Source: an optimization exercise on an open RTL-to-GDS flow (aim: a short achievable clock period and few clock cycles). Production flows keep margins and buffers that such runs may drop.
The RTL was checked by simulation tests, not by an equivalence proof against the original design.
Power and IR drop assume default switching activity.

### design/flow/config.mk
export PLATFORM = sky130hd
export DESIGN_NAME = SynCPU
export DESIGN_NICKNAME = SynCPU
export VERILOG_FILES = /design/flow/design.v
export SDC_FILE = /design/flow/constraint.sdc
export NUM_CORES = 4
export LEC_CHECK = 0
export ABC_CLOCK_PERIOD_IN_PS = 2000
export CAP_MARGIN = 20
export CORE_MARGIN = 2
export CORE_UTILIZATION = 70
export SLEW_MARGIN = 20
### design/flow/constraint.sdc
create_clock -name core_clock -period 11.0 [get_ports {clk}]
set_input_delay 2.2000 -clock core_clock [delete_from_list [all_inputs] [get_ports {clk}]]
set_output_delay 2.2000 -clock core_clock [all_outputs]
set_load 0.01 [all_outputs]
### design/flow/design.v
`timescale 1ns / 1ps
module reg_file (
    input  wire        clk,
    input  wire        rst,
    input  wire [4:0]  rs1,
    input  wire [4:0]  rs2,
    input  wire        we,
    input  wire [4:0]  rd,
    input  wire [31:0] din,
    output wire [31:0] d1,
    output wire [31:0] d2
);
    reg [31:0] regs [1:31];
    reg [31:1] valid;
    always @(posedge clk or negedge rst) begin
        if (!rst)
            valid <= 31'd0;
        else if (we && rd != 5'd0)
            valid[rd] <= 1'b1;
    end
    always @(posedge clk) begin
        if (we && rd != 5'd0)
            regs[rd] <= din;
    end
    wire [31:0] vfull = {valid, 1'b0};
    wire [31:0] r1 = (rs1 == 5'd0) ? 32'd0 : (regs[rs1] & {32{vfull[rs1]}});
    wire [31:0] r2 = (rs2 == 5'd0) ? 32'd0 : (regs[rs2] & {32{vfull[rs2]}});
    wire byp1 = we && (rd != 5'd0) && (rd == rs1);
    wire byp2 = we && (rd != 5'd0) && (rd == rs2);
    assign d1 = byp1 ? din : r1;
    assign d2 = byp2 ? din : r2;
endmodule
`timescale 1ns / 1ps
module ks_add32 (
    input  wire [31:0] a,
    input  wire [31:0] b,
    input  wire        cin,
    output wire [31:0] s,
    output wire        cout
);
    wire [32*6-1:0] G, P;
    assign G[31:0] = {a[31:1] & b[31:1], (a[0] & b[0]) | ((a[0] | b[0]) & cin)};
    assign P[31:0] = {a[31:1] | b[31:1], 1'b0};
    genvar l, i;
    generate
        for (l = 1; l <= 5; l = l + 1) begin : lv
            for (i = 0; i < 32; i = i + 1) begin : bt
                if (i >= (1 << (l - 1))) begin : cmb
                    assign G[32*l + i] = G[32*(l-1) + i] | (P[32*(l-1) + i] & G[32*(l-1) + i - (1 << (l - 1))]);
                    assign P[32*l + i] = P[32*(l-1) + i] & P[32*(l-1) + i - (1 << (l - 1))];
                end else begin : pass
                    assign G[32*l + i] = G[32*(l-1) + i];
                    assign P[32*l + i] = P[32*(l-1) + i];
                end
            end
        end
    endgenerate
    wire [32:0] c = {G[32*5 +: 32], cin};
    assign s    = a ^ (b ^ c[31:0]);
    assign cout = c[32];
endmodule
`timescale 1ns / 1ps
module SynCPU(
    dm_load,
    dm_addr,
    dm_store,
    im_addr,
    im_inst,
    dm_ctl,
    mem_req,
    mem_we,
    mem_re,
    trace_valid,
    trace_pc,
    trace_inst,
    trace_rd,
    trace_rd_data,
    clk,
    rst,
    dm_ack,
    im_ack
);
input               clk, rst, dm_ack, im_ack;
input  wire [31:0]  im_inst, dm_load;
output wire [31:0]  dm_addr, dm_store, im_addr;
output wire [3:0]   dm_ctl;
output wire         trace_valid;
output wire [31:0]  trace_pc;
output wire [31:0]  trace_inst;
output wire [4:0]   trace_rd;
output wire [31:0]  trace_rd_data;
output wire         mem_req;
output wire         mem_we;
output wire         mem_re;
localparam OP_LOAD  = 5'b00000;
localparam OP_OPIMM = 5'b00100;
localparam OP_AUIPC = 5'b00101;
localparam OP_STORE = 5'b01000;
localparam OP_OP    = 5'b01100;
localparam OP_LUI   = 5'b01101;
localparam OP_BR    = 5'b11000;
localparam OP_JALR  = 5'b11001;
localparam OP_JAL   = 5'b11011;
reg  [31:0] pc_q;
reg         v_id;
reg  [31:0] inst_id, pc_id;
reg         bhit_id, bpred_id;
reg  [29:0] ptgt_id;
reg  [1:0]  bctr_id;
reg         v_ex_q;
wire        v_ex;       
reg  [31:0] inst_ex, pc_ex;
reg  [31:0] a_ex, b_ex, sd_ex, cst_ex;
reg         fa_ma, fa_wb, fb_ma, fb_wb, fs_ma, fs_wb;
reg         add_ex, sub_ex, sll_ex, srl_ex, sra_ex, slt_ex, sltu_ex, xor_ex, or_ex, and_ex, cst_sel_ex;
reg         br_ex, jalr_ex, load_ex, store_ex, rdw_ex, pred_ex;
reg         jal_ex, other_ex, bpred_ex, jpred_ex, bhit_ex, cst_only_ex;
reg         r_eq_q, r_ne_q, r_lt_q, r_ge_q, r_ltu_q, r_geu_q, r_jn_q, r_jp_q;
reg         exr_q;       
reg  [31:0] tgt_q;           
reg  [29:0] ptgt_ex;
reg         bad_ma;
reg  [1:0]  bctr_ex;
reg  [31:0] bt_ex, e0_ex, e1_ex;
reg         v_ma;
reg  [31:0] inst_ma, pc_ma, res_ma, sd_ma;
reg  [3:0]  be_ma;
reg         we_ma, re_ma, rq_ma, rdw_ma, load_ma;
reg  [3:0]  ls0, sg;
reg         ls1_l1, ls1_l3, ls1_ex, hi_raw, hi_ex, alu_sel;
reg         v_wb;
reg  [31:0] inst_wb, pc_wb, res_wb;
reg  [4:0]  rd_wb;
wire fail_ma = (rq_ma & ~dm_ack) | bad_ma;
reg  rep_q;      
reg  fr_q;       
wire rep = rep_q;
wire rep_next = v_ma & fail_ma & ~rep_q;
wire lu_stall;
wire ex_redirect;
wire id_go;        
wire [31:0] ex_tgt;
wire [4:0] opc_id = inst_id[6:2];
wire [2:0] f3_id  = inst_id[14:12];
wire       f7_id  = inst_id[30];
wire [4:0] rd_id  = inst_id[11:7];
wire [4:0] rs1_id = inst_id[19:15];
wire [4:0] rs2_id = inst_id[24:20];
wire id_load  = (opc_id == OP_LOAD);
wire id_opimm = (opc_id == OP_OPIMM);
wire id_auipc = (opc_id == OP_AUIPC);
wire id_store = (opc_id == OP_STORE);
wire id_op    = (opc_id == OP_OP);
wire id_lui   = (opc_id == OP_LUI);
wire id_br    = (opc_id == OP_BR);
wire id_jalr  = (opc_id == OP_JALR);
wire id_jal   = (opc_id == OP_JAL);
wire id_alu   = id_op | id_opimm;
wire id_use1 = id_load | id_opimm | id_store | id_op | id_br | id_jalr;
wire id_use2 = id_store | id_op | id_br;
wire id_rdw  = id_load | id_opimm | id_auipc | id_op | id_lui | id_jalr | id_jal;
wire [31:0] imm_i = {{20{inst_id[31]}}, inst_id[31:20]};
wire [31:0] imm_s = {{20{inst_id[31]}}, inst_id[31:25], inst_id[11:7]};
wire [31:0] imm_b = {{19{inst_id[31]}}, inst_id[31], inst_id[7], inst_id[30:25], inst_id[11:8], 1'b0};
wire [31:0] imm_u = {inst_id[31:12], 12'b0};
wire [31:0] imm_j = {{11{inst_id[31]}}, inst_id[31], inst_id[19:12], inst_id[20], inst_id[30:21], 1'b0};
wire [31:0] pcimm  = id_jal ? imm_j : (id_br ? imm_b : imm_u);
wire [31:0] tsum   = pc_id + pcimm;    
wire [31:0] pc4_id = pc_id + 32'd4;
wire br_next  = (imm_b == 32'd4);
wire jal_next = (imm_j == 32'd4);
wire id_redirect = v_id & ((id_jal & ~jal_next & ~bpred_id) | (id_br & inst_id[31] & ~bhit_id));
wire pred_id = bpred_id | id_jal | (id_br & inst_id[31] & ~bhit_id);
wire [31:0] e0_id = {ptgt_id, 2'b00} - imm_i;
wire [31:0] e1_id = {ptgt_id, 2'b01} - imm_i;
wire [31:0] rf_d1, rf_d2;
wire        rf_we = v_wb & (rd_wb != 5'd0);
reg_file RF(
    .clk (clk),
    .rst (rst),
    .rs1 (rs1_id),
    .rs2 (rs2_id),
    .we  (rf_we),
    .rd  (rd_wb),
    .din (res_wb),
    .d1  (rf_d1),
    .d2  (rf_d2)
);
wire [4:0] rd_ex = inst_ex[11:7];
wire [4:0] rd_ma = inst_ma[11:7];
wire prod_ex = v_ex & rdw_ex & (rd_ex != 5'd0);
wire prod_ma = v_ma & rdw_ma & (rd_ma != 5'd0);
wire m1_ex = prod_ex & (rd_ex == rs1_id);
wire m2_ex = prod_ex & (rd_ex == rs2_id);
wire m1_ma = prod_ma & (rd_ma == rs1_id);
wire m2_ma = prod_ma & (rd_ma == rs2_id);
assign lu_stall = v_id & load_ex & ((id_use1 & m1_ex) | (id_use2 & m2_ex));
wire jfuse   = v_id & id_jalr & ~bpred_id & v_ex & cst_only_ex & m1_ex;
wire [31:0] jtgt = cst_ex + imm_i;
assign id_go    = v_id & ~lu_stall & ~ex_redirect & ~rep;
wire   id_go_e  = v_id & ~lu_stall & ~rep;
assign im_addr = exr_q ? tgt_q : pc_q;
reg         bt_v   [0:31];
reg  [11:0] bt_tag [0:31];
reg  [29:0] bt_tgt [0:31];
reg  [1:0]  bt_ctr [0:31];
reg         bt_unc [0:31];
wire [4:0]  b_idx  = pc_q[6:2];
reg  [31:0] b_hitv, b_predv;
integer m;
always @(*) begin
    for (m = 0; m < 32; m = m + 1) begin
        b_hitv[m]  = bt_v[m] & (b_idx == m) & (bt_tag[m] == pc_q[18:7]);
        b_predv[m] = b_hitv[m] & (bt_unc[m] | bt_ctr[m][1]);
    end
end
wire        b_hit  = |b_hitv;
wire        b_pred = |b_predv;
wire [29:0] b_tgt  = bt_tgt[b_idx];
wire [1:0]  b_ctr  = bt_ctr[b_idx];
wire [31:0] if_next = b_pred ? {b_tgt, 2'b00} : pc_q + 32'd4;
wire [31:0] pc_f    = exr_q ? tgt_q : pc_q;
always @(posedge clk or negedge rst) begin
    if (!rst) begin
        pc_q <= 32'd0;
        v_id <= 1'b0;
    end else begin
        if (rep_q)
            pc_q <= pc_wb;
        else if (exr_q)
            pc_q <= tgt_q + 32'd4;    
        else if (fr_q)
            pc_q <= pc_id;
        else if (!lu_stall)
            pc_q <= id_redirect ? tsum : (jfuse ? {jtgt[31:1], 1'b0} : if_next);
        if (rep_q | ex_redirect | fr_q)
            v_id <= 1'b0;
        else if (exr_q)
            v_id <= im_ack;           
        else if (!lu_stall)
            v_id <= im_ack & ~id_redirect & ~jfuse;
    end
end
always @(posedge clk or negedge rst) begin
    if (!rst) begin
        fr_q  <= 1'b0;
        rep_q <= 1'b0;
        exr_q <= 1'b0;
    end else begin
        exr_q <= ex_redirect & ~rep_q;
        fr_q  <= ~im_ack & ~rep_q & ~ex_redirect & ~fr_q & ~lu_stall & ~id_redirect & ~jfuse;
        rep_q <= rep_next;
    end
end
always @(posedge clk) begin
    tgt_q  <= ex_tgt;
end
always @(posedge clk) begin
    if (!lu_stall) begin
        inst_id  <= im_inst;
        pc_id    <= pc_f;
        bhit_id  <= b_hit & ~exr_q;
        bpred_id <= b_pred & ~exr_q;
        ptgt_id  <= b_tgt;
        bctr_id  <= b_ctr;
    end
end
always @(posedge clk or negedge rst) begin
    if (!rst)
        v_ex_q <= 1'b0;
    else
        v_ex_q <= id_go_e;
end
assign v_ex = v_ex_q & ~exr_q;
always @(posedge clk or negedge rst) begin
    if (!rst) begin
        r_eq_q  <= 1'b0;
        r_ne_q  <= 1'b0;
        r_lt_q  <= 1'b0;
        r_ge_q  <= 1'b0;
        r_ltu_q <= 1'b0;
        r_geu_q <= 1'b0;
        r_jn_q  <= 1'b0;
        r_jp_q  <= 1'b0;
    end else begin
        r_eq_q  <= id_go_e & id_br & ~br_next & ((f3_id == 3'b000 & ~pred_id) | (f3_id == 3'b001 &  pred_id));
        r_ne_q  <= id_go_e & id_br & ~br_next & ((f3_id == 3'b000 &  pred_id) | (f3_id == 3'b001 & ~pred_id));
        r_lt_q  <= id_go_e & id_br & ~br_next & ((f3_id == 3'b100 & ~pred_id) | (f3_id == 3'b101 &  pred_id));
        r_ge_q  <= id_go_e & id_br & ~br_next & ((f3_id == 3'b100 &  pred_id) | (f3_id == 3'b101 & ~pred_id));
        r_ltu_q <= id_go_e & id_br & ~br_next & ((f3_id == 3'b110 & ~pred_id) | (f3_id == 3'b111 &  pred_id));
        r_geu_q <= id_go_e & id_br & ~br_next & ((f3_id == 3'b110 &  pred_id) | (f3_id == 3'b111 & ~pred_id));
        r_jn_q  <= id_go_e & id_jalr & ~bpred_id & ~jfuse;
        r_jp_q  <= id_go_e & id_jalr &  bpred_id;
    end
end
wire r_eq  = r_eq_q  & ~exr_q;
wire r_ne  = r_ne_q  & ~exr_q;
wire r_lt  = r_lt_q  & ~exr_q;
wire r_ge  = r_ge_q  & ~exr_q;
wire r_ltu = r_ltu_q & ~exr_q;
wire r_geu = r_geu_q & ~exr_q;
wire r_jn  = r_jn_q  & ~exr_q;
wire r_jp  = r_jp_q  & ~exr_q;
always @(posedge clk) begin
    begin
        inst_ex  <= inst_id;
        pc_ex    <= pc_id;
        a_ex     <= rf_d1;
        b_ex     <= (id_op | id_br) ? rf_d2 : (id_store ? imm_s : imm_i);
        sd_ex    <= rf_d2;
        cst_ex   <= id_lui ? imm_u : (id_auipc ? tsum : (id_br ? (pred_id ? pc4_id : tsum) : pc4_id));
        fa_ma    <= id_use1 & m1_ex;
        fa_wb    <= id_use1 & ~m1_ex & m1_ma;
        fb_ma    <= (id_op | id_br) & m2_ex;
        fb_wb    <= (id_op | id_br) & ~m2_ex & m2_ma;
        fs_ma    <= id_store & m2_ex;
        fs_wb    <= id_store & ~m2_ex & m2_ma;
        add_ex   <= (id_op & f3_id == 3'b000 & ~f7_id) | (id_opimm & f3_id == 3'b000) | id_load | id_store;
        sub_ex   <= id_op & f3_id == 3'b000 & f7_id;
        sll_ex   <= id_alu & f3_id == 3'b001;
        slt_ex   <= id_alu & f3_id == 3'b010;
        sltu_ex  <= id_alu & f3_id == 3'b011;
        xor_ex   <= id_alu & f3_id == 3'b100;
        srl_ex   <= id_alu & f3_id == 3'b101 & ~f7_id;
        sra_ex   <= id_alu & f3_id == 3'b101 & f7_id;
        or_ex    <= id_alu & f3_id == 3'b110;
        and_ex   <= id_alu & f3_id == 3'b111;
        cst_sel_ex <= id_lui | id_auipc | id_jal | id_jalr;
        br_ex    <= id_br;
        jalr_ex  <= id_jalr;
        load_ex  <= id_load;
        store_ex <= id_store;
        rdw_ex   <= id_rdw;
        pred_ex  <= pred_id;
        jal_ex   <= id_jal;
        cst_only_ex <= id_lui | id_auipc;
        other_ex <= ~(id_jal | id_br | id_jalr);
        bpred_ex <= bpred_id;
        ptgt_ex  <= ptgt_id;
        jpred_ex <= bpred_id & id_jalr;
        bhit_ex  <= bhit_id;
        bctr_ex  <= bctr_id;
        bt_ex    <= tsum;
        e0_ex    <= e0_id;
        e1_ex    <= e1_id;
    end
end
wire [31:0] A  = fa_ma ? res_ma : (fa_wb ? res_wb : a_ex);
wire [31:0] B  = fb_ma ? res_ma : (fb_wb ? res_wb : b_ex);
wire [31:0] SD = fs_ma ? res_ma : (fs_wb ? res_wb : sd_ex);
wire [31:0] sum, dif;
wire        c_sum, c_dif;
ks_add32 add_u (.a(A), .b(B),  .cin(1'b0), .s(sum), .cout(c_sum));
ks_add32 sub_u (.a(A), .b(~B), .cin(1'b1), .s(dif), .cout(c_dif));
wire        ltu = ~c_dif;
wire        lt  = ltu ^ A[31] ^ B[31];
wire        eq  = (A == B);
wire [31:0] shl = A << B[4:0];
wire [31:0] shr = A >> B[4:0];
wire [31:0] sra = $signed(A) >>> B[4:0];
wire [31:0] res =
      ({32{add_ex}}  & sum)
    | ({32{sub_ex}}  & dif)
    | ({32{sll_ex}}  & shl)
    | ({32{srl_ex}}  & shr)
    | ({32{sra_ex}}  & sra)
    | {31'd0, (slt_ex & lt) | (sltu_ex & ltu)}
    | ({32{xor_ex}}  & (A ^ B))
    | ({32{or_ex}}   & (A | B))
    | ({32{and_ex}}  & (A & B))
    | ({32{cst_sel_ex}} & cst_ex);
wire [2:0] f3_ex = inst_ex[14:12];
reg taken;
always @(*) begin
    case (f3_ex)
        3'b000:  taken = eq;
        3'b001:  taken = ~eq;
        3'b100:  taken = lt;
        3'b101:  taken = ~lt;
        3'b110:  taken = ltu;
        default: taken = ~ltu;
    endcase
end
assign ex_redirect = (r_eq & eq) | (r_ne & ~eq) | (r_lt & lt) | (r_ge & ~lt) | (r_ltu & ltu) | (r_geu & ~ltu)
                   | r_jn | (r_jp & ~((A == e0_ex) | (A == e1_ex)));
assign ex_tgt      = jalr_ex ? {sum[31:1], 1'b0} : cst_ex;
wire bad_ex = bpred_ex & (other_ex | ((jal_ex | br_ex) & ({ptgt_ex, 2'b00} != bt_ex)));
reg         u_inv, u_v, u_jmp, u_br, u_taken, u_bhit, u_unc;
reg  [1:0]  u_bctr;
reg  [4:0]  u_idx;
reg  [11:0] u_tag;
reg  [29:0] u_sum, u_bt;
reg         u_jalr;
wire [29:0] u_tgt = u_jalr ? u_sum : u_bt;
always @(posedge clk or negedge rst) begin
    if (!rst) begin
        u_inv <= 1'b0;
        u_v   <= 1'b0;
    end else begin
        u_inv <= v_ex & bad_ex;
        u_v   <= v_ex & ~bad_ex & (jal_ex | jalr_ex | br_ex);
    end
end
always @(posedge clk) begin
    u_jmp   <= jal_ex | jalr_ex;
    u_br    <= br_ex;
    u_taken <= taken;
    u_bhit  <= bhit_ex;
    u_bctr  <= bctr_ex;
    u_idx   <= pc_ex[6:2];
    u_tag   <= pc_ex[18:7];
    u_sum   <= sum[31:2];
    u_bt    <= bt_ex[31:2];
    u_jalr  <= jalr_ex;
    u_unc   <= ~br_ex;
end
wire [1:0]  ctr_inc  = (u_bhit & u_bctr != 2'b11) ? u_bctr + 2'd1 : (u_bhit ? 2'b11 : 2'b10);
wire [1:0]  ctr_dec  = (u_bctr != 2'b00) ? u_bctr - 2'd1 : 2'b00;
wire        u_set    = u_v & (u_jmp | u_taken);
wire        u_ctr_we = u_v & (u_jmp | u_taken | u_bhit);
wire [1:0]  u_ctr    = u_jmp ? 2'b11 : (u_taken ? ctr_inc : ctr_dec);
integer k;
always @(posedge clk or negedge rst) begin
    if (!rst) begin
        for (k = 0; k < 32; k = k + 1) bt_v[k] <= 1'b0;
    end else if (u_inv) begin
        bt_v[u_idx] <= 1'b0;
    end else if (u_set) begin
        bt_v[u_idx] <= 1'b1;
    end
end
always @(posedge clk) begin
    if (u_set) begin
        bt_tag[u_idx] <= u_tag;
        bt_tgt[u_idx] <= u_tgt;
        bt_unc[u_idx] <= u_unc;
    end
    if (u_ctr_we)
        bt_ctr[u_idx] <= u_ctr;
end
wire [1:0] lane = sum[1:0];
reg  [3:0] be_raw;
always @(*) begin
    case (f3_ex[1:0])
        2'b00:   be_raw = 4'b0001;
        2'b01:   be_raw = 4'b0011;
        default: be_raw = 4'b1111;
    endcase
end
always @(posedge clk or negedge rst) begin
    if (!rst) begin
        v_ma  <= 1'b0;
        bad_ma <= 1'b0;
        ls0    <= 4'b0000;
        ls1_l1 <= 1'b0;
        ls1_l3 <= 1'b0;
        ls1_ex <= 1'b0;
        hi_raw <= 1'b0;
        hi_ex  <= 1'b0;
        sg     <= 4'b0000;
        alu_sel <= 1'b0;
        we_ma <= 1'b0;
        re_ma <= 1'b0;
        rq_ma <= 1'b0;
    end else begin
        v_ma  <= v_ex & ~rep;
        we_ma <= v_ex & ~bad_ex & store_ex & ~rep & ~rep_next;
        re_ma <= v_ex & ~bad_ex & load_ex & ~rep & ~rep_next;
        rq_ma <= v_ex & ~bad_ex & (store_ex | load_ex) & ~rep & ~rep_next;
        bad_ma <= v_ex & bad_ex & ~rep;
        ls0    <= {4{load_ex}} & (4'b0001 << lane);
        ls1_l1 <= load_ex & (f3_ex[1] | (f3_ex[0] & ~lane[1]));
        ls1_l3 <= load_ex & f3_ex[0] & lane[1];
        ls1_ex <= load_ex & ~f3_ex[1] & ~f3_ex[0];
        hi_raw <= load_ex & f3_ex[1];
        hi_ex  <= load_ex & ~f3_ex[1];
        sg     <= (~load_ex | f3_ex[2] | f3_ex[1]) ? 4'b0000 : (f3_ex[0] ? (4'b0010 << lane) : (4'b0001 << lane));
        alu_sel <= rdw_ex & ~load_ex;
    end
end
always @(posedge clk) begin
    begin
        inst_ma <= inst_ex;
        pc_ma   <= pc_ex;
        res_ma  <= res;
        sd_ma   <= SD << {lane, 3'b000};
        be_ma   <= store_ex ? (be_raw << lane) : (load_ex ? 4'b1000 : 4'b0000);
        rdw_ma  <= rdw_ex;
        load_ma <= load_ex;
    end
end
assign dm_addr  = res_ma;
assign dm_store = sd_ma;
assign dm_ctl   = be_ma;
assign mem_we   = we_ma;
assign mem_re   = re_ma;
assign mem_req  = rq_ma;
wire        ld_ext = |(sg & {dm_load[31], dm_load[23], dm_load[15], dm_load[7]});
wire [7:0]  ld_b0 = ({8{ls0[0]}} & dm_load[7:0])   | ({8{ls0[1]}} & dm_load[15:8])
                  | ({8{ls0[2]}} & dm_load[23:16]) | ({8{ls0[3]}} & dm_load[31:24]);
wire [7:0]  ld_b1 = ({8{ls1_l1}} & dm_load[15:8]) | ({8{ls1_l3}} & dm_load[31:24]) | ({8{ls1_ex & ld_ext}});
wire [15:0] ld_hi = ({16{hi_raw}} & dm_load[31:16]) | {16{hi_ex & ld_ext}};
wire [31:0] ld_val = {ld_hi, ld_b1, ld_b0};
always @(posedge clk or negedge rst) begin
    if (!rst)
        v_wb <= 1'b0;
    else
        v_wb <= v_ma & ~fail_ma & ~rep_q;
end
always @(posedge clk) begin
    begin
        inst_wb <= inst_ma;
        pc_wb   <= pc_ma;
        res_wb  <= ld_val | ({32{alu_sel}} & res_ma);
        rd_wb   <= rdw_ma ? rd_ma : 5'd0;
    end
end
assign trace_valid   = v_wb;
assign trace_pc      = pc_wb;
assign trace_inst    = inst_wb;
assign trace_rd      = rd_wb;
assign trace_rd_data = res_wb;
endmodule
### design/flow/flow/run.sh
#!/bin/bash
set -euo pipefail
bash standard.sh SETUP_SLACK_MARGIN=7.5 finish > flow_make.log 2>&1
### design/flow/standard.sh
#!/bin/bash
# synth_recipe.tcl (not shown) runs the flow's synth.tcl, then flattens the netlist and writes it again
# the make line also repeats each setting of config.mk as NAME=value (left out here)
make -C /OpenROAD-flow-scripts/flow DESIGN_CONFIG=/design/flow/config.mk WORK_HOME=/design/flow/orfs CLKGATE_MAP_FILE= SYNTH_SCRIPT=/design/flow/synth_recipe.tcl "${@:-finish}"
==> results of run 1 <==
-- logic make-up after synthesis --
logic type	count (synthesis)	share of synthesized area (%)
AO/OA/AOI/OAI	1501	6.44
multiplexers	1363	16.9
buffers and inverters	766	2.17
AND/OR/NAND/NOR	1966	6.04
XOR/XNOR	796	4.63
adder cells (fa/ha/maj)	248	2.09
flip-flops	3347	61.8
-- stage by stage --
step                      cells  total power, mW  setup WS [ns]
after detailed placement  12800             26.0           4.76
after CTS                 13900             39.6           6.41
after global placement    12800             25.4           5.28
after floorplan            9987             21.7           6.80
-- power groups by stage --
stage          Clock, mW  Sequential, mW  Combinational, mW
2_1_floorplan          0            16.0               5.73
3_3_place_gp           0            16.6               8.75
3_5_place_dp           0            16.7               9.35
4_1_cts             11.8            16.3               11.6
-- worst min path at each step --
stage / end / from
2_1_floorplan: inst_ma[0]$_DFF_P_ / inst_ex[0]$_DFF_P_
4_1_cts: inst_ma[30]$_DFF_P_ / inst_ex[30]$_DFF_P_
3_3_place_gp: u_bctr[1]$_DFF_P_ / bctr_ex[1]$_DFF_P_
3_5_place_dp: inst_ma[31]$_DFF_P_ / inst_ex[31]$_DFF_P_
-- timing repair --
action / 4_1_cts
pin swaps: 213
gates resized for setup: 2182
cloned: 60
hold buffers: 0
setup buffers: 458
endpoints found under the setup margin: 727
-- cells in the mapped netlist (30+ instances only) --
| master | number |
|---|---|
| and3_1 | 45 |
| o21a_1 | 66 |
| buf_1 | 122 |
| or3_1 | 30 |
| nor2b_1 | 38 |
| o211ai_1 | 47 |
| mux4_2 | 913 |
| a221o_1 | 37 |
| a31oi_1 | 76 |
| dfrtp_1 | 130 |
| nor4_1 | 93 |
| buf_2 | 86 |
| a21o_1 | 74 |
| buf_4 | 36 |
| o21bai_1 | 64 |
| nand2b_1 | 37 |
| nor3_1 | 75 |
| o21ai_0 | 325 |
| a22oi_1 | 68 |
| nand4_1 | 143 |
| dfxtp_1 | 687 |
| clkbuf_1 | 317 |
| a21oi_1 | 437 |
| mux2_2 | 120 |
| xor2_1 | 302 |
| nor2_1 | 654 |
| edfxtp_1 | 2530 |
| mux2i_1 | 312 |
| nand3_1 | 105 |
| inv_1 | 175 |
| ha_1 | 243 |
| xnor2_1 | 494 |
| nand2_1 | 616 |
| a211oi_1 | 51 |
-- layer usage --
metal / overflow / GRT usage [%]
met1: 457 / 84.7
met2: 2870 / 99.3
met4: 1353 / 82.6
met5: 61 / 48.3
met3: 439 / 69.6
==> metrics.csv, run 1 <==
stage,metric,value,unit
clocking,H-tree Lvls,5,
logic_synthesis,Post-Syn Nets,10300,
place,GP Congestion,1.06,
run_status,failing step,global routing (5_1_grt),
logic_synthesis,Synth area leader,edfxtp_1,
logic_synthesis,synth warn,3,
logic_synthesis,number of synthesized flops with an enable pin,2530,
logic_synthesis,main flop type after synthesis,edfxtp_1,
floorplan,initial core utilization,70.3,%
run_status,First Error,[ERROR GRT-0116] Global routing finished with congestion. Check the congestion regions in the DRC Viewer.,
place,port bufs,272,
place,DP Area,157000,um2
logic_synthesis,Synth async-reset ratio,3.88,%
logic_synthesis,Mapped Cells,9987,
floorplan,# IOs,273,
global_routing,GR Util All Layers,84.3,%
logic_synthesis,post-synthesis cell type count,107,
logic_synthesis,sequential area share after synthesis,61.8,%
global_routing,GRT overflow,5180,
floorplan,Die Height,468,um
logic_synthesis,dominant cells by area after synthesis,"edfxtp_1, mux4_2, dfxtp_1",
clocking,CTS Buf Count,340,
clocking,Max clock buf depth,4,
logic_synthesis,"Avg Cell Area, Syn",15.1,um2
global_routing,largest net degree at the start of global routing,73,
global_routing,vias in the first global route,141000,
floorplan,FP Rows,170,
clocking,Root Buffer Master,clkbuf_16,
logic_synthesis,Synth top area share,50.5,%
clocking,CTS Sinks,3347,
floorplan,die width,468,um
global_routing,first-pass GRT wire length,1270000,um
logic_synthesis,Post-Synthesis Cell Area,151000,um2
place,DP HPWL,388000,um
logic_synthesis,"FF+latch count, synth",3347,
run_status,outcome,stopped before the end,
Testbench counts, summed over its fixed seeds: cycles 29,737.
==> run 2, diff against run 1 <==
--- a/design/flow/design.v
+++ b/design/flow/design.v
@@ -170,6 +170,10 @@
 wire br_next  = (imm_b == 32'd4);
 wire jal_next = (imm_j == 32'd4);
-wire id_redirect = v_id & ((id_jal & ~jal_next & ~bpred_id) | (id_br & inst_id[31] & ~bhit_id));
-wire pred_id = bpred_id | id_jal | (id_br & inst_id[31] & ~bhit_id);
+wire br_same = id_br & (rs1_id == rs2_id);
+wire br_alw  = br_same & (f3_id == 3'b000 | f3_id == 3'b101 | f3_id == 3'b111);
+wire br_nev  = br_same & (f3_id == 3'b001 | f3_id == 3'b100 | f3_id == 3'b110);
+wire br_st   = id_br & (br_alw | (inst_id[31] & ~br_nev)) & (~bhit_id | br_alw);
+wire id_redirect = v_id & ((id_jal & ~jal_next & ~bpred_id) | (br_st & ~br_next & ~bpred_id));
+wire pred_id = bpred_id | id_jal | br_st;
 wire [31:0] e0_id = {ptgt_id, 2'b00} - imm_i;
 wire [31:0] e1_id = {ptgt_id, 2'b01} - imm_i;
--- a/design/flow/config.mk
+++ b/design/flow/config.mk
@@ -9,4 +9,4 @@
 export CAP_MARGIN = 20
 export CORE_MARGIN = 2
-export CORE_UTILIZATION = 70
+export CORE_UTILIZATION = 60
 export SLEW_MARGIN = 20
==> metrics.csv, run 2 <==
stage,metric,value,unit
logic_synthesis,sequential area share after synthesis,61.4,%
worst_setup_path,Crit-path slowest cell,dfrtp_4,
layout,layout cell share with drive strength beyond 1,30.6,%
worst_setup_path,critical path launch point,exr_q$_DFF_PN0_,
global_routing,largest net degree at the start of global routing,98,
floorplan,die area,256000,um2
worst_setup_path,worst r2r src,fb_wb$_DFF_P_,
worst_setup_path,Required @ worst endpoint,8.80,ns
logic_synthesis,"Avg Cell Area, Syn",14.8,um2
global_routing,initial antenna violation count,65,
route,vias per cell,7.26,
clocking,H-tree Lvls,5,
route,DRC,0,
min_path,Hold Path Depth,0,
route,Antenna Violating Nets Remaining,0,
layout,Area Overhead vs Synth,21.0,%
sta,max_slew headroom,21.4,%
route,DRT Pass-1 Iters,10,
layout,"most common cell after layout, fill and taps aside",edfxtp_1,
layout,Layout Nets,11500,
logic_synthesis,Synth top area share,50.2,%
min_path,Hold Path Origin,inst_ex[26]$_DFF_P_,
min_path,worst hold path class,reg -> reg,
sta,post-layout min period,4.58,ns
sta,final setup margin,6.42,ns
sta,count of pins over their slew limit,0,
worst_setup_path,"Arr. time, crit path",2.38,ns
floorplan,# IOs,273,
floorplan,core footprint,251000,um2
run_status,outcome,no timing/DRC/antenna violations,
worst_setup_path,crit end category,output port,
worst_setup_path,worst-path fanout max,6,
worst_setup_path,worst reg-to-reg setup slack,6.67,ns
clocking,Clock Latency Late Sink,1.01,ns
logic_synthesis,post-synthesis cell type count,89,
clocking,Max clock buf depth,4,
route,via count,107000,
worst_setup_path,CP top delay family,flip-flops,
logic_synthesis,synth warn,3,
clocking,CTS Buf Count,353,
route,routed len/inst,41.0,um
logic_synthesis,number of synthesized flops with an enable pin,2530,
layout,Largest Register,RF.regs,
sta,final setup fails,0,
logic_synthesis,dominant cells by area after synthesis,"edfxtp_1, mux4_2, dfxtp_1",
logic_synthesis,Mapped Cells,10200,
global_routing,first-pass GRT wire length,823000,um
sta,clk_skew,0.109,ns
global_routing,GRT overflow,0,
power_and_ir_drop,Max IR drop VDD,0.000227,V
worst_setup_path,WS Path Type,reg -> out,
layout,most frequent cells in the layout,"edfxtp_1, mux4_2, nand2_1, nor2_1, buf_4",
logic_synthesis,cell with the most instances after synthesis,edfxtp_1,
sta,period utilization,41.6,%
place,DP HPWL,354000,um
clocking,CTS Sinks,3347,
logic_synthesis,most instantiated cells after synthesis,"edfxtp_1, mux4_2, nor2_1",
worst_setup_path,reg2reg end,fr_q$_DFF_PN0_,
layout,Largest register FFs,992,
sta,worst-margin pin slew,1.18,ns
power_and_ir_drop,PwrDens,221,nW/um2
logic_synthesis,"FF+latch count, synth",3347,
worst_setup_path,Worst path most repeated cell,buf_6,
flow_run,number of max-cap violations,0,
sta,RSZ-0062 raised after global routing,yes,
power_and_ir_drop,Leak,64.5,nW
worst_setup_path,critical-path cell list,buf_16 > buf_6 > mux2_4 > buf_6,
place,dpl ws,5.34,ns
logic_synthesis,Synth async-reset ratio,3.88,%
floorplan,initial core utilization,60.2,%
place,GP Congestion,1.06,
layout,Largest regs,"RF.regs (992), bt_tgt (960), bt_tag (384)",
worst_setup_path,CP startpoint kind,flip-flop,
logic_synthesis,Post-Synthesis Cell Area,151000,um2
sta,Fmax achieved,218,MHz
route,drt total wl,607000,um
global_routing,GR Util All Layers,46.5,%
clocking,Root Buffer Master,clkbuf_16,
logic_synthesis,Synth area leader,edfxtp_1,
logic_synthesis,main flop type after synthesis,edfxtp_1,
clocking,clock-pin slew on the worst setup and hold paths,0.06,ns
clocking,CTS tree,built,
floorplan,die width,506,um
floorplan,FP Rows,184,
worst_setup_path,R2R cell count,16,
place,port bufs,272,
min_path,hold path endpoint,inst_ma[26]$_DFF_P_,
floorplan,Die Height,506,um
worst_setup_path,Max stage delay on crit path,0.54,ns
sta,final setup TNS,0,ns
global_routing,vias in the first global route,103000,
sta,Final Hold Vio Count,0,
worst_setup_path,worst path bufs/invs,3,
logic_synthesis,Post-Syn Nets,10500,
route,Initial DRC Count,18400,
layout,filler instances,15500,
[run 2: changes by cell type after synthesis, sizes merged, moves of 34 or more]
cell / before / now
clkbuf: 317 / 390
nor3: 77 / 122
nor2: 654 / 688
xor2: 302 / 418
buf: 263 / 226
nor4: 95 / 138
nand2: 616 / 680
xnor2: 494 / 384
[run 2: how the worst max path moves through the flow]
| stage | slack [ns] | cells past startpoint | to |
|---|---|---|---|
| 2_1_floorplan | 3.87 | 10 | pc_q[2]$_DFFE_PN0P_ |
| 3_3_place_gp | 5.36 | 19 | u_taken$_DFF_P_ |
| 3_5_place_dp | 5.34 | 19 | u_taken$_DFF_P_ |
| 4_1_cts | 6.41 | 4 | im_addr[7] |
| 5_1_grt | 6.41 | 4 | im_addr[17] |
| 6_report | 6.42 | 4 | im_addr[7] |
[run 2: logic make-up after synthesis]
group           synth area share (%)
flops                           61.4
fa+ha+maj                       2.08
xor+xnor                        4.65
simple gates                    6.62
compound gates                  6.43
mux                             16.6
buf+inv                         2.20
[run 2: per-stage QoR]
| stage | cells | cell area (um2) | util (%) | hold slack, ns | power (mW) |
|---|---|---|---|---|---|
| final | 14800 | 183000 | 72.9 | 0.308 | 40.5 |
| after floorplan | 10200 | 153000 | - | 0.310 | 21.9 |
| after detailed placement | 13500 | 159000 | 63.2 | 0.312 | 26.0 |
| after global placement | 13500 | 159000 | 63.2 | 0.310 | 25.9 |
| after global routing | 14800 | 183000 | 72.8 | 0.322 | 41.1 |
| after CTS | 14600 | 180000 | 71.5 | 0.314 | 39.2 |
[run 2: layer usage]
layer / vias up / share of wire [%] / track usage [%]
met2: 9814 / 43 / 68.1
met1: 53600 / 33 / 59.7
met5: - / 0.037 / 0
met3: 2538 / 14 / 12.6
met4: 36 / 9.9 / 35.0
li1: 41400 / - / -
[run 2: cell type report]
| cell class | instances | area (um2) | share of cell area (%) |
|---|---|---|---|
| clock inverters | 166 | 1710 | 0.934 |
| clock buffers | 462 | 9620 | 5.25 |
| repair inverters | 5 | 47.5 | 0.0260 |
| diodes | 35 | 87.6 | 0.0479 |
| multi-input cells | 6087 | 59700 | 32.6 |
| well taps | 3348 | 4190 | 2.29 |
| inverters | 186 | 820 | 0.448 |
| flip-flops and latches | 3347 | 93500 | 51.1 |
| repair buffers | 1154 | 13400 | 7.31 |
[run 2: repair_timing]
item / in CTS / in global routing
setup buffers: 390 / 161
gates cloned: 74 / 10
hold buffers: 0 / 0
resized for setup: 2068 / 421
setup endpoints to repair: 708 / 421
pin swaps: 188 / 185
[run 2: power breakdown]
group / total, mW / switching [mW] / internal, mW / leakage (nW)
Clock: 12.0 / 5.12 / 6.87 / 5.49
Sequential: 16.5 / 1.23 / 15.3 / 30.6
Combinational: 12.0 / 7.46 / 4.53 / 28.3
Total: 40.5 / 13.8 / 26.7 / 64.5
Testbench counts of run 2, summed over its fixed seeds: cycles 29,649.
==> run 3, diff against run 2 <==
--- a/design/flow/design.v
+++ b/design/flow/design.v
@@ -113,4 +113,5 @@
 reg  [31:0] a_ex, b_ex, sd_ex, cst_ex;
 reg         fa_ma, fa_wb, fb_ma, fb_wb, fs_ma, fs_wb;
+reg         ga_ma, ga_wb, gb_ma, gb_wb;
 reg         add_ex, sub_ex, sll_ex, srl_ex, sra_ex, slt_ex, sltu_ex, xor_ex, or_ex, and_ex, cst_sel_ex;
 reg         br_ex, jalr_ex, load_ex, store_ex, rdw_ex, pred_ex;
@@ -318,4 +319,8 @@
         fb_ma    <= (id_op | id_br) & m2_ex;
         fb_wb    <= (id_op | id_br) & ~m2_ex & m2_ma;
+        ga_ma    <= id_alu & m1_ex;
+        ga_wb    <= id_alu & ~m1_ex & m1_ma;
+        gb_ma    <= id_op & m2_ex;
+        gb_wb    <= id_op & ~m2_ex & m2_ma;
         fs_ma    <= id_store & m2_ex;
         fs_wb    <= id_store & ~m2_ex & m2_ma;
@@ -352,4 +357,6 @@
 wire [31:0] A  = fa_ma ? res_ma : (fa_wb ? res_wb : a_ex);
 wire [31:0] B  = fb_ma ? res_ma : (fb_wb ? res_wb : b_ex);
+wire [31:0] As = ga_ma ? res_ma : (ga_wb ? res_wb : a_ex);
+wire [31:0] Bs = gb_ma ? res_ma : (gb_wb ? res_wb : b_ex);
 wire [31:0] SD = fs_ma ? res_ma : (fs_wb ? res_wb : sd_ex);
 wire [31:0] sum, dif;
@@ -360,7 +367,7 @@
 wire        lt  = ltu ^ A[31] ^ B[31];
 wire        eq  = (A == B);
-wire [31:0] shl = A << B[4:0];
-wire [31:0] shr = A >> B[4:0];
-wire [31:0] sra = $signed(A) >>> B[4:0];
+wire [31:0] shl = As << Bs[4:0];
+wire [31:0] shr = As >> Bs[4:0];
+wire [31:0] sra = $signed(As) >>> Bs[4:0];
 wire [31:0] res =
       ({32{add_ex}}  & sum)
@@ -370,7 +377,7 @@
     | ({32{sra_ex}}  & sra)
     | {31'd0, (slt_ex & lt) | (sltu_ex & ltu)}
-    | ({32{xor_ex}}  & (A ^ B))
-    | ({32{or_ex}}   & (A | B))
-    | ({32{and_ex}}  & (A & B))
+    | ({32{xor_ex}}  & (As ^ Bs))
+    | ({32{or_ex}}   & (As | Bs))
+    | ({32{and_ex}}  & (As & Bs))
     | ({32{cst_sel_ex}} & cst_ex);
 wire [2:0] f3_ex = inst_ex[14:12];
==> metrics.csv, run 3 <==
stage,metric,value,unit
run_status,outcome,no timing/DRC/antenna violations,
worst_setup_path,worst-path fanout max,7,
layout,Area Overhead vs Synth,22.8,%
worst_setup_path,critical-path cell list,buf_12 > buf_12 > buf_16 > mux2_4 > buf_6,
sta,post-layout min period,4.60,ns
logic_synthesis,Mapped Cells,10400,
layout,final instance area,187000,um2
layout,Largest regs,"RF.regs (992), bt_tgt (960), bt_tag (384)",
route,met2 wire len,290000,um
worst_setup_path,worst r2r src,fb_wb$_DFF_P_,
sta,final setup margin,6.40,ns
clocking,Clock Latency Late Sink,1.04,ns
min_path,Hold Path Depth,0,
logic_synthesis,Synth top area share,49.8,%
layout,filler instances,14900,
layout,Layout Cells excl Fill,15100,
clocking,CTS tree,built,
sta,final setup TNS,0,ns
sta,RSZ-0062 raised after global routing,yes,
worst_setup_path,crit end category,output port,
route,vias per cell,7.46,
layout,most frequent cells in the layout,"edfxtp_1, mux4_2, nand2_1, buf_4, nor2_1",
route,via count,113000,
layout,Layout Nets,11800,
logic_synthesis,synth warn,3,
global_routing,vias in the first global route,108000,
worst_setup_path,"Arr. time, crit path",2.40,ns
power_and_ir_drop,Max IR drop VDD,0.000209,V
clocking,cts hold-fix bufs,0,
layout,area of the multi-input gates,62000,um2
clocking,Max clock buf depth,4,
floorplan,die area,258000,um2
clocking,clock-pin slew on the worst setup and hold paths,0.07,ns
global_routing,GRT overflow,0,
route,DRC,0,
layout,Sequential Area,93500,um2
logic_synthesis,Synth area leader,edfxtp_1,
route,drt total wl,673000,um
power_and_ir_drop,Leak,65.8,nW
sta,clk_skew,0.121,ns
worst_setup_path,worst reg-to-reg setup slack,6.59,ns
power_and_ir_drop,PwrDens,222,nW/um2
route,DR top layer,met5,
layout,layout cell share with drive strength beyond 1,32.1,%
route,routed length on met3,97700,um
floorplan,Die Height,508,um
worst_setup_path,Max stage delay on crit path,0.50,ns
sta,count of pins over their slew limit,0,
route,DRT Pass-1 Iters,9,
layout,"most common cell after layout, fill and taps aside",edfxtp_1,
clocking,Root Buffer Master,clkbuf_16,
floorplan,FP Rows,185,
global_routing,initial antenna violation count,69,
worst_setup_path,reg2reg end,tgt_q[30]$_DFF_P_,
logic_synthesis,post-synthesis cell type count,92,
sta,Fmax achieved,217,MHz
place,Post-Place Cells,13700,
logic_synthesis,"Avg Cell Area, Syn",14.7,um2
worst_setup_path,CP startpoint kind,flip-flop,
global_routing,GR Util All Layers,50.6,%
floorplan,core footprint,253000,um2
worst_setup_path,R2R cell count,21,
logic_synthesis,Post-Synthesis Cell Area,152000,um2
worst_setup_path,Required @ worst endpoint,8.80,ns
sta,max_slew headroom,6.60,%
logic_synthesis,dominant cells by area after synthesis,"edfxtp_1, mux4_2, dfxtp_1",
logic_synthesis,Synth async-reset ratio,3.88,%
logic_synthesis,main flop type after synthesis,edfxtp_1,
place,port bufs,272,
worst_setup_path,Crit-path slowest cell,dfrtp_2,
route,Initial DRC Count,21200,
floorplan,die width,508,um
min_path,hold path endpoint,u_tag[9]$_DFF_P_,
place,DP HPWL,354000,um
flow_run,number of max-cap violations,0,
power_and_ir_drop,Final Power,41.6,mW
worst_setup_path,worst path bufs/invs,4,
floorplan,initial core utilization,60.2,%
worst_setup_path,Worst path most repeated cell,buf_12,
route,Antenna Violating Nets Remaining,0,
place,DP Area,160000,um2
place,GP Congestion,1.02,
sta,final setup fails,0,
worst_setup_path,CP top delay family,buffers and inverters,
sta,period utilization,41.8,%
logic_synthesis,most instantiated cells after synthesis,"edfxtp_1, mux4_2, nand2_1",
sta,Final Hold Vio Count,0,
layout,Largest Register,RF.regs,
clocking,H-tree Lvls,5,
worst_setup_path,WS Path Type,reg -> out,
route,routed len/inst,44.5,um
logic_synthesis,number of synthesized flops with an enable pin,2530,
global_routing,largest net degree at the start of global routing,83,
place,dpl ws,4.76,ns
route,WL met1,206000,um
min_path,Hold Path Origin,pc_ex[16]$_DFF_P_,
logic_synthesis,Post-Syn Nets,10800,
logic_synthesis,cell with the most instances after synthesis,edfxtp_1,
floorplan,# IOs,273,
clocking,CTS Buf Count,355,
min_path,worst hold path class,reg -> reg,
layout,Largest register FFs,992,
logic_synthesis,sequential area share after synthesis,61.0,%
sta,worst-margin pin slew,1.40,ns
global_routing,first-pass GRT wire length,891000,um
logic_synthesis,"FF+latch count, synth",3351,
clocking,CTS Sinks,3351,
## run 3: changes by cell type after synthesis, moves of 27 or more
cell and change:
xnor2_1 +112, xor2_1 -109, mux2i_1 +93, ha_1 +59, nand2_1 +54, o21ai_1 +54, inv_1 +51, nor3_1 -42
buf_2 +41, nor4_1 -32, a21oi_1 -31, mux2_2 -27
## run 3: what timing repair did
item	in CTS	in global routing
endpoints found under the setup margin	827	634
endpoints found under the hold margin	0	0
gates cloned	90	11
setup buffers	489	156
pin swaps	202	248
gates resized for setup	2236	499
## run 3: how the worst max path moves through the flow
stage	startpoint	cells after the start	end
finish	exr_q$_DFF_PN0_	5	im_addr[30]
global route	exr_q$_DFF_PN0_	5	im_addr[30]
CTS	exr_q$_DFF_PN0_	5	im_addr[30]
detailed placement	fa_ma$_DFF_P_	14	v_id$_DFFE_PN0P_
global placement	fa_ma$_DFF_P_	14	fr_q$_DFF_PN0_
floorplan	inst_id[5]$_DFFE_PN_	20	cst_ex[31]$_DFF_P_
## run 3: per-layer routing
layer | vias up | global-route usage, %
li1 | 42200 | -
met1 | 55300 | 60.3
met2 | 11800 | 74.1
met3 | 3563 | 16.3
met4 | 46 | 44.8
met5 | - | 0.0185
## run 3: cell families after synthesis
group	after synthesis	synth area share, %
flip-flops	3351	61.0
XOR/XNOR	804	4.62
multiplexers	1421	16.9
buffers and inverters	839	2.16
adder cells (fa/ha/maj)	307	2.54
AO/OA/AOI/OAI	1546	6.49
AND/OR/NAND/NOR	2113	6.25
## run 3: metrics by stage
step | hold WS [ns] | util, %
floorplan | 0.310 | -
global placement | 0.310 | 63.2
detailed placement | 0.312 | 63.2
CTS | 0.259 | 72.3
global route | 0.269 | 73.9
finish | 0.275 | 73.9
## run 3: layout make-up
type                       instances  area share, %
clock inverter                   181          0.944
timing repair buffer            1288           8.06
timing repair inverter             1        0.00401
clock buffer                     453           5.09
inverter                         243          0.520
tap                             3366           2.25
sequential                      3351           49.9
antenna                           49         0.0655
multi-input combinational       6195           33.1
## run 3: power breakdown
part           internal, mW  leakage, nW  switching, mW
clock                  6.82         5.50           5.44
combinational          4.84         29.7           8.09
sequential             15.3         30.6           1.15
total                  27.0         65.8           14.7
Testbench counts of run 3, summed over its fixed seeds: cycles 29,649.
==> run 4, diff against run 3 <==
--- a/design/flow/config.mk
+++ b/design/flow/config.mk
@@ -9,4 +9,4 @@
 export CAP_MARGIN = 20
 export CORE_MARGIN = 2
-export CORE_UTILIZATION = 60
+export CORE_UTILIZATION = 45
 export SLEW_MARGIN = 20
==> metrics.csv, run 4 <==
stage,metric,value,unit
run_status,outcome,no timing/DRC/antenna violations,
sta,post-layout min period,4.61,ns
logic_synthesis,post-synthesis cell type count,92,
sta,max_slew headroom,17.1,%
route,DR top layer,met5,
layout,Util after Layout,55.7,%
sta,RSZ-0062 raised after global routing,yes,
layout,Largest Register,RF.regs,
logic_synthesis,"Avg Cell Area, Syn",14.7,um2
power_and_ir_drop,Comb pwr share,29.1,%
logic_synthesis,number of synthesized flops with an enable pin,2530,
clocking,cts hold-fix bufs,0,
logic_synthesis,sequential area share after synthesis,61.0,%
clocking,CTS tree,built,
clocking,Max clock buf depth,4,
layout,Area Overhead vs Synth,23.0,%
worst_setup_path,worst path bufs/invs,3,
min_path,hold path endpoint,inst_wb[22]$_DFF_P_,
clocking,H-tree Lvls,5,
global_routing,GRT overflow,0,
logic_synthesis,Synth async-reset ratio,3.88,%
power_and_ir_drop,switching part of the total,33.6,%
clocking,Root Buffer Master,clkbuf_16,
sta,count of pins over their slew limit,0,
worst_setup_path,critical-path cell list,buf_12 > buf_16 > mux2_4 > buf_6,
route,DRT Pass-1 Iters,9,
power_and_ir_drop,clock network power share,30.1,%
floorplan,initial core utilization,45.3,%
logic_synthesis,Post-Synthesis Cell Area,152000,um2
logic_synthesis,Mapped Cells,10400,
power_and_ir_drop,Int Pwr,27.0,mW
place,DP HPWL,385000,um
layout,filler instances,26900,
min_path,Hold Path Depth,0,
layout,Largest regs,"RF.regs (992), bt_tgt (960), bt_tag (384)",
power_and_ir_drop,Max IR drop VDD,0.000211,V
route,routed length on met3,60100,um
route,routed len/inst,38.1,um
route,DRC,0,
min_path,worst hold path class,reg -> reg,
layout,"most common cell after layout, fill and taps aside",edfxtp_1,
power_and_ir_drop,sw power,13.7,mW
global_routing,largest net degree at the start of global routing,67,
layout,Largest register FFs,992,
layout,most frequent cells in the layout,"edfxtp_1, mux4_2, nand2_1, buf_4, nor2_1",
worst_setup_path,worst r2r src,fb_wb$_DFF_P_,
sta,Fmax achieved,217,MHz
logic_synthesis,Post-Syn Nets,10800,
place,GP Congestion,1.00,
sta,period utilization,41.9,%
logic_synthesis,Synth area leader,edfxtp_1,
route,Antenna Violating Nets Remaining,0,
layout,Layout Cells excl Fill,16200,
global_routing,initial antenna violation count,38,
sta,final setup TNS,0,ns
logic_synthesis,most instantiated cells after synthesis,"edfxtp_1, mux4_2, nand2_1",
route,vias per cell,6.44,
global_routing,first-pass GRT wire length,836000,um
worst_setup_path,WS Path Type,reg -> out,
layout,Layout Nets,11800,
route,Initial DRC Count,13900,
flow_run,number of max-cap violations,0,
clocking,CTS Sinks,3351,
floorplan,Die Height,586,um
sta,Final Hold Vio Count,0,
worst_setup_path,Max stage delay on crit path,0.57,ns
clocking,Clock Latency Late Sink,0.98,ns
worst_setup_path,crit end category,output port,
min_path,Hold Path Origin,inst_ma[22]$_DFF_P_,
logic_synthesis,dominant cells by area after synthesis,"edfxtp_1, mux4_2, dfxtp_1",
power_and_ir_drop,Leak,65.3,nW
global_routing,GR Util All Layers,35.3,%
worst_setup_path,worst reg-to-reg setup slack,6.81,ns
logic_synthesis,Synth top area share,49.8,%
place,Post-Place Cells,14800,
worst_setup_path,CP top delay family,flip-flops,
worst_setup_path,Required @ worst endpoint,8.80,ns
route,met2 wire len,286000,um
sta,worst-margin pin slew,1.23,ns
layout,layout cell share with drive strength beyond 1,31.3,%
floorplan,FP Rows,213,
worst_setup_path,CP startpoint kind,flip-flop,
floorplan,# IOs,273,
place,port bufs,272,
sta,clk_skew,0.0413,ns
worst_setup_path,R2R cell count,19,
worst_setup_path,worst-path fanout max,7,
floorplan,core footprint,337000,um2
floorplan,die area,343000,um2
route,drt total wl,617000,um
logic_synthesis,main flop type after synthesis,edfxtp_1,
logic_synthesis,cell with the most instances after synthesis,edfxtp_1,
floorplan,die width,586,um
power_and_ir_drop,PwrDens,217,nW/um2
clocking,clock-pin slew on the worst setup and hold paths,0.06,ns
worst_setup_path,reg2reg end,tgt_q[29]$_DFF_P_,
global_routing,vias in the first global route,101000,
power_and_ir_drop,Seq pwr share,40.8,%
logic_synthesis,synth warn,3,
sta,final setup fails,0,
clocking,CTS Buf Count,360,
worst_setup_path,"Arr. time, crit path",2.41,ns
route,via count,104000,
route,WL met1,233000,um
logic_synthesis,"FF+latch count, synth",3351,
worst_setup_path,Crit-path slowest cell,dfrtp_4,
run 4: cells by family after synthesis:
family                     share of synthesized area [%]
and+or+nand+nor                                     6.25
buffers and inverters                               2.16
muxes                                               16.9
DFF                                                 61.0
AOI/OAI and AO/OA                                   6.49
adders and majority gates                           2.54
xor gates and xnor gates                            4.62
run 4: final cells by class:
class | count | area [um2] | share of cell area, %
antenna | 21 | 52.6 | 0.0280
clock buffer | 469 | 10100 | 5.37
clock inverter | 184 | 1710 | 0.909
inverter | 243 | 972 | 0.518
multi-input combinational | 6193 | 61500 | 32.8
sequential | 3351 | 93600 | 49.9
tap | 4515 | 5650 | 3.01
timing repair buffer | 1225 | 14000 | 7.46
timing repair inverter | 1 | 7.51 | 0.00400
run 4: repair_timing:
item	4_1_cts	5_1_grt
setup buffers	430	177
pin swaps	183	227
setup endpoints to repair	774	487
gates cloned	77	8
resized for setup	2119	458
run 4: worst max-delay path by stage:
| stage | slack [ns] | endpoint | from | depth (start not counted) |
|---|---|---|---|---|
| 6_report | 6.39 | im_addr[31] | exr_q$_DFF_PN0_ | 4 |
| 5_1_grt | 6.40 | im_addr[17] | exr_q$_DFF_PN0_ | 3 |
| 4_1_cts | 6.38 | im_addr[8] | exr_q$_DFF_PN0_ | 3 |
| 3_5_place_dp | 5.28 | pc_q[13]$_DFFE_PN0P_ | pc_q[2]$_DFFE_PN0P_ | 12 |
| 3_3_place_gp | 5.24 | pc_q[13]$_DFFE_PN0P_ | pc_q[2]$_DFFE_PN0P_ | 12 |
| 2_1_floorplan | 7.13 | cst_ex[31]$_DFF_P_ | inst_id[5]$_DFFE_PN_ | 20 |
run 4: layer usage:
metal / vias to the layer above / track usage, %
met5: - / 0
met1: 54200 / 46.8
met3: 1456 / 6.47
met2: 6629 / 55.8
li1: 42000 / -
met4: 14 / 17.7
run 4: power by group through the flow:
stage | Clock, mW | Sequential, mW | Combinational (mW)
after floorplan | 0 | 16.0 | 5.84
after global placement | 0 | 17.0 | 9.37
after detailed placement | 0 | 17.0 | 9.43
after CTS | 12.3 | 16.5 | 11.2
after global routing | 12.8 | 16.6 | 12.3
final | 12.2 | 16.6 | 11.8
run 4: worst register-to-register path: stages (launching register included):
cell       delay [ns]
dfxtp_4          0.36
buf_12           0.12
buf_12           0.13
mux2i_1          0.19
nor2_1           0.07
a21oi_2          0.24
inv_2            0.12
ha_4             0.19
a2111oi_4        0.38
and4b_2          0.36
o41ai_4          0.08
buf_4            0.19
a2111oi_4        0.30
buf_6            0.17
o41ai_4          0.08
a221oi_4         0.37
o21bai_1         0.12
a21oi_2          0.20
xnor2_2          0.11
mux2_4           0.30
run 4: metrics by stage:
step           area [um2]  power (mW)  hold WS (ns)  setup slack, ns
2_1_floorplan      153000        21.9         0.310             7.13
3_3_place_gp       162000        26.3         0.310             5.24
3_5_place_dp       162000        26.4         0.312             5.28
4_1_cts            184000        40.0         0.320             6.38
5_1_grt            188000        41.7         0.321             6.40
6_report           188000        40.7         0.315             6.39
==> run 5, diff against run 4 <==
==> design/flow/run.sh (new file) <==
#!/bin/bash
# synth_recipe.tcl (not shown) runs the flow's synth.tcl, then flattens the netlist and writes it again
# the make line also repeats each setting of config.mk as NAME=value (left out here)
make -C /OpenROAD-flow-scripts/flow DESIGN_CONFIG=/design/flow/config.mk WORK_HOME=/design/flow/orfs CLKGATE_MAP_FILE= SYNTH_SCRIPT=/design/flow/synth_recipe.tcl finish
--- a/design/flow/config.mk
+++ b/design/flow/config.mk
@@ -10,3 +10,4 @@
 export CORE_MARGIN = 2
 export CORE_UTILIZATION = 45
+export SETUP_SLACK_MARGIN = 5
 export SLEW_MARGIN = 20
removed: design/flow/flow/run.sh
removed: design/flow/standard.sh
==> metrics.csv, run 5 <==
stage,metric,value,unit
layout,most frequent cells in the layout,"edfxtp_1, mux4_2, nand2_1, dfxtp_1, nor2_1",
floorplan,core footprint,337000,um2
clocking,clock-pin slew on the worst setup and hold paths,0.07,ns
clocking,cts hold-fix bufs,0,
clocking,Root Buffer Master,clkbuf_16,
layout,layout cell share with drive strength beyond 1,18.4,%
worst_setup_path,Required @ worst endpoint,8.80,ns
layout,Largest register FFs,992,
route,drt total wl,567000,um
floorplan,FP Rows,213,
worst_setup_path,CP startpoint kind,flip-flop,
place,Post-Place Cells,14800,
worst_setup_path,worst reg-to-reg setup slack,5.15,ns
logic_synthesis,number of synthesized flops with an enable pin,2530,
sta,RSZ-0062 raised after global routing,no,
logic_synthesis,dominant cells by area after synthesis,"edfxtp_1, mux4_2, dfxtp_1",
floorplan,Die Height,586,um
flow_run,number of max-cap violations,0,
logic_synthesis,"FF+latch count, synth",3351,
min_path,worst hold path class,reg -> reg,
worst_setup_path,"Arr. time, crit path",3.77,ns
sta,Fmax achieved,168,MHz
sta,Min Hold Slack,0.314,ns
min_path,Hold Path Origin,pc_ex[13]$_DFF_P_,
route,via count,98900,
worst_setup_path,R2R cell count,16,
power_and_ir_drop,Int Pwr,25.6,mW
global_routing,largest net degree at the start of global routing,122,
route,Antenna Violating Nets Remaining,0,
clocking,CTS tree,built,
global_routing,vias in the first global route,96600,
place,GP Congestion,0.992,
place,port bufs,272,
sta,post-layout min period,5.97,ns
logic_synthesis,synth warn,3,
layout,filler instances,28200,
sta,clk_skew,0.0436,ns
power_and_ir_drop,switching part of the total,33.1,%
floorplan,# IOs,273,
sta,final setup fails,0,
sta,worst-margin pin slew,1.34,ns
layout,Layout Nets,11100,
power_and_ir_drop,Max IR drop VDD,0.000203,V
sta,Final Hold Vio Count,0,
power_and_ir_drop,Comb pwr share,24.7,%
place,DP HPWL,385000,um
worst_setup_path,critical path launch point,pc_q[3]$_DFFE_PN0P_,
worst_setup_path,Worst setup endpoint,im_addr[3],
logic_synthesis,cell with the most instances after synthesis,edfxtp_1,
clocking,CTS Buf Count,360,
global_routing,GR Util All Layers,32.5,%
clocking,Clock Latency Late Sink,0.97,ns
power_and_ir_drop,sw power,12.7,mW
clocking,H-tree Lvls,5,
power_and_ir_drop,Leak,58.8,nW
route,Initial DRC Count,13100,
route,routed len/inst,36.5,um
worst_setup_path,WS Path Type,reg -> out,
clocking,CTS Sinks,3351,
logic_synthesis,Post-Synthesis Cell Area,152000,um2
logic_synthesis,Mapped Cells,10400,
route,vias per cell,6.37,
power_and_ir_drop,Final Power,38.3,mW
clocking,Max clock buf depth,4,
sta,period utilization,54.3,%
layout,Layout Cells excl Fill,15500,
floorplan,die width,586,um
worst_setup_path,reg2reg end,u_taken$_DFF_P_,
sta,final setup margin,5.03,ns
layout,Sequential Area,93100,um2
floorplan,die area,343000,um2
sta,count of pins over their slew limit,0,
layout,Largest Register,RF.regs,
worst_setup_path,crit end category,output port,
logic_synthesis,Synth top area share,49.8,%
logic_synthesis,Synth async-reset ratio,3.88,%
place,DP Area,161000,um2
layout,Util after Layout,51.4,%
logic_synthesis,main flop type after synthesis,edfxtp_1,
layout,"most common cell after layout, fill and taps aside",edfxtp_1,
global_routing,GRT overflow,0,
floorplan,initial core utilization,45.3,%
power_and_ir_drop,Seq pwr share,43.6,%
logic_synthesis,"Avg Cell Area, Syn",14.7,um2
sta,final setup TNS,0,ns
logic_synthesis,Post-Syn Nets,10800,
layout,Area Overhead vs Synth,13.6,%
layout,area of the multi-input gates,56700,um2
logic_synthesis,most instantiated cells after synthesis,"edfxtp_1, mux4_2, nand2_1",
layout,Largest regs,"RF.regs (992), bt_tgt (960), bt_tag (384)",
power_and_ir_drop,PwrDens,221,nW/um2
worst_setup_path,worst-path fanout max,46,
global_routing,initial antenna violation count,27,
sta,max_slew headroom,10.6,%
global_routing,first-pass GRT wire length,778000,um
route,DRT Pass-1 Iters,6,
worst_setup_path,worst r2r src,fa_ma$_DFF_P_,
route,DRC,0,
logic_synthesis,sequential area share after synthesis,61.0,%
logic_synthesis,post-synthesis cell type count,92,
logic_synthesis,Synth area leader,edfxtp_1,
power_and_ir_drop,clock network power share,31.7,%
layout,final instance area,173000,um2
run_status,outcome,no timing/DRC/antenna violations,
place,dpl ws,5.03,ns
## run 5: how the worst min path moves through the flow
stage | to | cells after the start
3_5_place_dp | inst_ma[30]$_DFF_P_ | 0
5_1_grt | pc_ma[27]$_DFF_P_ | 0
6_report | u_tag[6]$_DFF_P_ | 0
2_1_floorplan | inst_ma[0]$_DFF_P_ | 0
4_1_cts | u_tag[6]$_DFF_P_ | 0
3_3_place_gp | pc_wb[1]$_DFF_P_ | 0
## run 5: critical path: stages, from the launching register on
cell and delay [ns]:
dfrtp_4 0.99, inv_1 0.21, o21ai_0 0.89, clkdlybuf4s50_1 0.70
## run 5: cell families after synthesis
| kind of cell | Yosys count | synth area share [%] |
|---|---|---|
| simple gates | 2113 | 6.25 |
| flops | 3351 | 61.0 |
| buf+inv | 839 | 2.16 |
| mux | 1421 | 16.9 |
| compound gates | 1546 | 6.49 |
| xor+xnor | 804 | 4.62 |
| fa+ha+maj | 307 | 2.54 |
## run 5: area by class of cell
| class | count | share of cell area [%] |
|---|---|---|
| tap | 4515 | 3.26 |
| inverter | 243 | 0.527 |
| clock buffer | 475 | 5.76 |
| timing repair buffer | 548 | 2.84 |
| multi-input combinational | 6191 | 32.8 |
| clock inverter | 187 | 1.04 |
| sequential | 3351 | 53.8 |
| antenna | 11 | 0.0159 |
## run 5: power by group through the flow
| stage | clock, mW | sequential [mW] | combinational (mW) |
|---|---|---|---|
| 6_report | 12.1 | 16.7 | 9.46 |
| 5_1_grt | 12.7 | 16.7 | 9.93 |
| 4_1_cts | 12.3 | 16.6 | 9.36 |
| 3_5_place_dp | 0 | 16.9 | 9.32 |
| 3_3_place_gp | 0 | 16.9 | 9.23 |
| 2_1_floorplan | 0 | 16.0 | 5.74 |
## run 5: what timing repair did
action                                  CTS  global route
gates resized for setup                   0             2
endpoints found under the setup margin    0             2
buffers inserted                          0             0
## run 5: layer usage
layer,vias up,share of wire [%],track usage [%]
met5,-,0.012,0
met3,1101,9.3,5.90
met4,10,4.9,13.9
met1,51500,40,44.6
met2,5669,46,51.1
li1,40600,-,-

[what the ideal ports hide]
Ports are ideal in the flow. The routed layouts listed here were re-timed in OpenROAD. Step 1, drivers: a clkbuf_16 drives clk and a buf_2 each remaining input, both assumed. Step 2 also shifts input and output timing later by t, the mid clock arrival at the registers, as if the neighbouring blocks saw the same clock. Slacks: ideal ports / drivers / drivers and shift; pairs: ideal ports / drivers.
run | t, ns | setup WS [ns] | worst setup path after step 2
run 2 | 1.069 | 6.420 / 6.318 / 6.515 | input, reset recovery
run 3 | 1.089 | 6.400 / 6.284 / 6.589 | register to register
run 4 | 1.066 | 6.391 / 6.284 / 6.499 | input to register
run 5 | 1.044 | 5.031 / 4.928 / 5.147 | register to register
After both steps setup and hold are still met in every run listed. The worst setup slack also covers recovery checks on asynchronous resets.
